This is an optimization exercise on Yosys and OpenROAD, whose aim is small area, a short achievable clock period and few clock cycles per item, not a production implementation.
The RTL was checked by simulation tests, not by an equivalence proof against the original design.
Power and IR drop assume default switching activity.

ember:
## shift_add_multiplier
module shift_add_multiplier
#(
    parameter int OPERAND_WIDTH = 32
)
(
    input  logic        flush,
    input  logic        clk,
    input  logic        rst,
    input  logic        start,
    input  logic [1:0]  mul_type,
    input  logic [31:0] a,
    input  logic [31:0] b,
    output logic [63:0] p,
    output logic        done,
    output logic        work
);
Size: roughly 1200 cells after synthesis, ~150 flip-flops, ~0.0099 mm² of cells after synthesis.
export LEC_CHECK = 0
export ABC_AREA = 1
export CAP_MARGIN = 20
export CORE_MARGIN = 2
export CORE_UTILIZATION = 40
export CTS_BUF_LIST = sky130_fd_sc_hd__clkbuf_4 sky130_fd_sc_hd__clkbuf_8
export SETUP_SLACK_MARGIN = 3.0
export SLEW_MARGIN = 20
create_clock -name core_clock -period 5.5 [get_ports {clk}]
standard.sh (not shown) runs the stock make flow with config.mk's settings and CLKGATE_MAP_FILE= SYNTH_SCRIPT=/design/flow/synth_recipe.tcl, a recipe that flattens the netlist after the stock synthesis.
==> flow/flow/run.sh <==
#!/bin/bash
# The standard layout, with the port buffers that buffer_ports inserts made
# from the smallest buffer instead of the delay cell it picks by default.
set -euo pipefail
export BUFFER_PORTS_ARGS="-buffer_cell sky130_fd_sc_hd__buf_1"
bash standard.sh > standard_flow.log 2>&1
Testbench counts of ember, summed over its fixed seeds: cycles 9,984, items 768.
Relative to ember, the following input files were edited for nickel:
- SETUP_SLACK_MARGIN changed from 3.0 to 3.3
- CAP_MARGIN changed from 20 to 0
- ABC_CLOCK_PERIOD_IN_PS newly set to 2000
- SLEW_MARGIN changed from 20 to 0
- ABC_AREA removed (was 1)
Notes after the runs:
In nickel, the number of different library cells in the post-synthesis netlist came out 27 above the value in ember.
nickel against ember: sequential power higher; combinational group share of total power higher.
Compared to ember, nickel has flip-flop and latch share of the layout cell area 0.90 points lower.
Compared with ember, nickel ends up with a larger final cell area.
Worst-case reg-to-reg path depth sits higher in nickel than in ember.
[inputs] sierra vs nickel
- SETUP_SLACK_MARGIN: 3.3 -> 3.0
- CAP_MARGIN: 0 -> 20
- SLEW_MARGIN: 0 -> 20
- ABC_CLOCK_PERIOD_IN_PS: 2000 -> 2200
- CTS_BUF_LIST: sky130_fd_sc_hd__clkbuf_4 sky130_fd_sc_hd__clkbuf_8 -> unset
Notes after the runs:
Diff nickel and sierra: via count of the first global-routing pass higher in nickel. Comparing nickel and sierra, the lower proportion of power drawn by combinational gates was measured on sierra. In the tables for nickel and sierra, met1 global-route usage reads higher with sierra.
Input changes introduced in yarrow (baseline for comparison: sierra):
- CTS_BUF_LIST: unset -> sky130_fd_sc_hd__clkbuf_4 sky130_fd_sc_hd__clkbuf_8
==> flow/run.sh (new file) <==
#!/bin/bash
# synth_recipe.tcl (not shown) runs the flow's synth.tcl, then flattens the netlist and writes it again
# the make line also repeats each setting of config.mk as NAME=value (left out here)
make -C /OpenROAD-flow-scripts/flow DESIGN_CONFIG=/design/flow/config.mk WORK_HOME=/design/flow/orfs CLKGATE_MAP_FILE= SYNTH_SCRIPT=/design/flow/synth_recipe.tcl finish
removed: flow/flow/run.sh
removed: flow/standard.sh
[summary]
- yarrow ends up with higher final design utilization than sierra does.
- Per the comparison of yarrow with sierra, placed wire-length estimate after detailed placement has increased; wire length grew by about 6%; number of post-CTS setup repair buffers saw an increase; multi-input logic portion of the cell area shows a reduction of 2.7 points; wire length of the first global-routing pass now larger.
- sierra → yarrow: total power draw shrank by about 4.6%; setup slack shrank by 0.078 ns; number of vias per cell grew by 2.9%; area growth from synthesis to final layout grew by 7.9 points; number of gates resized after cts grew by 71.
What indigo does differently from yarrow at the input level:
- a change of SETUP_SLACK_MARGIN from 3.0 to 3.3
- a change of ABC_CLOCK_PERIOD_IN_PS from 2200 to 2000
==> flow/flow/run.sh (new file) <==
#!/bin/bash
# The standard layout, with the port buffers that buffer_ports inserts made
# from the smallest buffer instead of the delay cell it picks by default.
set -euo pipefail
export BUFFER_PORTS_ARGS="-buffer_cell sky130_fd_sc_hd__buf_1"
bash standard.sh > standard_flow.log 2>&1
==> flow/standard.sh (new file) <==
#!/bin/bash
# synth_recipe.tcl (not shown) runs the flow's synth.tcl, then flattens the netlist and writes it again
# the make line also repeats each setting of config.mk as NAME=value (left out here)
make -C /OpenROAD-flow-scripts/flow DESIGN_CONFIG=/design/flow/config.mk WORK_HOME=/design/flow/orfs CLKGATE_MAP_FILE= SYNTH_SCRIPT=/design/flow/synth_recipe.tcl "${@:-finish}"
removed: flow/run.sh
yarrow ended up with fa_1 as its slowest cell on the critical path; indigo ended up with o31ai_4.
indigo: done, clean on timing, DRC and antenna
For indigo, the capture point of the critical path was P_hi[9], unlike yarrow, where it was L_c[3].
indigo against yarrow; combinational power is up by more than 10%.
yarrow → indigo: core utilization lower, hold violation count in the final report held steady, area used by multi-input combinational logic now larger.

shift_add_multiplier again, from the RTL that the note above started with.
clock: 5.5 ns
lec_check: 0
abc_clock_period_in_ps: 2000
cap_margin: 20
core_margin: 2
core_utilization: 40
cts_buf_list: sky130_fd_sc_hd__clkbuf_4 sky130_fd_sc_hd__clkbuf_8
cts_cluster_diameter: 80
cts_cluster_size: 40
setup_slack_margin: 3.3
slew_margin: 20
==> flow/flow/run.sh <==
#!/bin/bash
# The standard layout, with the port buffers that buffer_ports inserts made
# from the smallest buffer instead of the delay cell it picks by default.
set -euo pipefail
export BUFFER_PORTS_ARGS="-buffer_cell sky130_fd_sc_hd__buf_1"
bash standard.sh > standard_flow.log 2>&1
Testbench counts at the start, summed over its fixed seeds: cycles 9,984, items 768.
Edit:
--- a/flow/config.mk
+++ b/flow/config.mk
@@ -6,11 +6,9 @@
 export NUM_CORES = 4
 export LEC_CHECK = 0
-export ABC_CLOCK_PERIOD_IN_PS = 2000
+export ABC_CLOCK_PERIOD_IN_PS = 2500
 export CAP_MARGIN = 20
 export CORE_MARGIN = 2
 export CORE_UTILIZATION = 40
 export CTS_BUF_LIST = sky130_fd_sc_hd__clkbuf_4 sky130_fd_sc_hd__clkbuf_8
-export CTS_CLUSTER_DIAMETER = 80
-export CTS_CLUSTER_SIZE = 40
-export SETUP_SLACK_MARGIN = 3.3
+export SETUP_SLACK_MARGIN = 2.6
 export SLEW_MARGIN = 20
Outcome: Total power shrinks by about 8%. Hold slack hardly moves. Via count shrinks by about 1.8%. Combinational power shrinks by 14%. Die area does not change. Global-route usage shrinks by 0.33 points.
Edit:
--- a/flow/config.mk
+++ b/flow/config.mk
@@ -6,9 +6,10 @@
 export NUM_CORES = 4
 export LEC_CHECK = 0
-export ABC_CLOCK_PERIOD_IN_PS = 2500
+export ABC_CLOCK_PERIOD_IN_PS = 2000
 export CAP_MARGIN = 20
 export CORE_MARGIN = 2
 export CORE_UTILIZATION = 40
 export CTS_BUF_LIST = sky130_fd_sc_hd__clkbuf_4 sky130_fd_sc_hd__clkbuf_8
-export SETUP_SLACK_MARGIN = 2.6
+export SETUP_SLACK_MARGIN = 3.3
 export SLEW_MARGIN = 20
+export TNS_END_PERCENT = 5
=> Sequential share of layout area came out lower by 1.6 points. Clock power shrinks by a little under a tenth. Wire length increases slightly. Global-route usage shrinks by 0.27 points. Total power climbs by a few percent. Design area climbs by a few percent. First-iteration DRC count decreases by a few percent. Utilization climbs by 2.4 points. Synthesized cell count is unchanged.
Edit:
--- a/flow/config.mk
+++ b/flow/config.mk
@@ -6,10 +6,9 @@
 export NUM_CORES = 4
 export LEC_CHECK = 0
-export ABC_CLOCK_PERIOD_IN_PS = 2000
+export ABC_CLOCK_PERIOD_IN_PS = 2200
 export CAP_MARGIN = 20
 export CORE_MARGIN = 2
 export CORE_UTILIZATION = 40
 export CTS_BUF_LIST = sky130_fd_sc_hd__clkbuf_4 sky130_fd_sc_hd__clkbuf_8
-export SETUP_SLACK_MARGIN = 3.3
+export SETUP_SLACK_MARGIN = 3.0
 export SLEW_MARGIN = 20
-export TNS_END_PERCENT = 5
Outcome: The new run completed without violations. Sequential power fell by a few percent. Die area stays the same. Count of clock-buffer cells in the layout is unchanged. Final cell count decreases slightly. Wire length came out lower by a few percent. Clock skew decreases by 0.0053 ns. Utilization fell by 2.1 points. Setup slack degrades by 0.080 ns. Global-route usage came out lower by 0.29 points. Via count is lower slightly. Total power decreases by a few percent.
Edit:
==> flow/run.sh (new file) <==
#!/bin/bash
# synth_recipe.tcl (not shown) runs the flow's synth.tcl, then flattens the netlist and writes it again
# the make line also repeats each setting of config.mk as NAME=value (left out here)
make -C /OpenROAD-flow-scripts/flow DESIGN_CONFIG=/design/flow/config.mk WORK_HOME=/design/flow/orfs CLKGATE_MAP_FILE= SYNTH_SCRIPT=/design/flow/synth_recipe.tcl finish
--- a/flow/config.mk
+++ b/flow/config.mk
@@ -10,5 +10,4 @@
 export CORE_MARGIN = 2
 export CORE_UTILIZATION = 40
-export CTS_BUF_LIST = sky130_fd_sc_hd__clkbuf_4 sky130_fd_sc_hd__clkbuf_8
 export SETUP_SLACK_MARGIN = 3.0
 export SLEW_MARGIN = 20
removed: flow/flow/run.sh
removed: flow/standard.sh
- synthesized area stays the same
- via count is higher by 2.7%
- register-to-register slack gets worse by 0.02 ns
- non-clock buffer count went up by 9
- total power is higher by 4.4%
- routed wire length came out higher by 6.0%
- clock skew stays flat
- combinational power rises by about 3%
- count of clock-buffer cells in the layout climbs by 5
- design area increases by 10%
Edit:
==> flow/flow/run.sh (new file) <==
#!/bin/bash
# The standard layout, with the port buffers that buffer_ports inserts made
# from the smallest buffer instead of the delay cell it picks by default.
set -euo pipefail
export BUFFER_PORTS_ARGS="-buffer_cell sky130_fd_sc_hd__buf_1"
bash standard.sh > standard_flow.log 2>&1
==> flow/standard.sh (new file) <==
#!/bin/bash
# synth_recipe.tcl (not shown) runs the flow's synth.tcl, then flattens the netlist and writes it again
# the make line also repeats each setting of config.mk as NAME=value (left out here)
make -C /OpenROAD-flow-scripts/flow DESIGN_CONFIG=/design/flow/config.mk WORK_HOME=/design/flow/orfs CLKGATE_MAP_FILE= SYNTH_SCRIPT=/design/flow/synth_recipe.tcl "${@:-finish}"
--- a/flow/config.mk
+++ b/flow/config.mk
@@ -9,5 +9,6 @@
 export CAP_MARGIN = 20
 export CORE_MARGIN = 2
-export CORE_UTILIZATION = 40
+export CORE_UTILIZATION = 55
+export CTS_BUF_LIST = sky130_fd_sc_hd__clkbuf_4 sky130_fd_sc_hd__clkbuf_8
 export SETUP_SLACK_MARGIN = 3.0
 export SLEW_MARGIN = 20
removed: flow/run.sh
Via count increases by 0.36%.
Die area decreases by 27%.
Combinational power is about the same.

==> static timing again, ports no longer ideal <==
The flow's constraints put no driver on any port. The routed layouts listed below were extracted and timed again, unchanged, in two steps. Step 1, drivers: a clkbuf_16 drives clk and a buf_2 each remaining input, both assumed. Step 2 moves the port delays by t, midway between the first and last clock arrival at a register: inputs arrive t later, outputs are due t later. That takes back most of the time a late clock gives input paths. a / b / c = ideal / step 1 / step 2; a / b = the first two.
run	shift t [ns]	slack for setup (ns)	clock arrival spread, ns
ember	0.496	3.139 / 3.139 / 2.708	0.011 / 0.011
nickel	0.491	3.292 / 3.280 / 2.820	0.014 / 0.013
sierra	0.471	3.106 / 3.106 / 2.666	0.011 / 0.011
yarrow	0.508	3.028 / 3.000 / 2.547	0.019 / 0.019
indigo	0.491	3.292 / 3.280 / 2.820	0.014 / 0.013
the first run of note 2	0.491	3.292 / 3.280 / 2.820	0.014 / 0.013
the second run of note 2	0.494	2.871 / 2.871 / 2.633	0.015 / 0.015
the third run of note 2	0.503	3.195 / 3.205 / 2.702	0.022 / 0.022
the fourth run of note 2	0.497	3.115 / 3.115 / 2.684	0.017 / 0.017
the fifth run of note 2	0.480	3.032 / 2.985 / 2.579	0.017 / 0.016
the sixth run of note 2	0.495	3.033 / 3.033 / 2.691	0.014 / 0.014
After both steps every run listed still meets setup and hold. For the third run of note 2, which loses most, drivers alone change the setup slack by +0.010 ns; drivers and shift together by -0.493 ns.
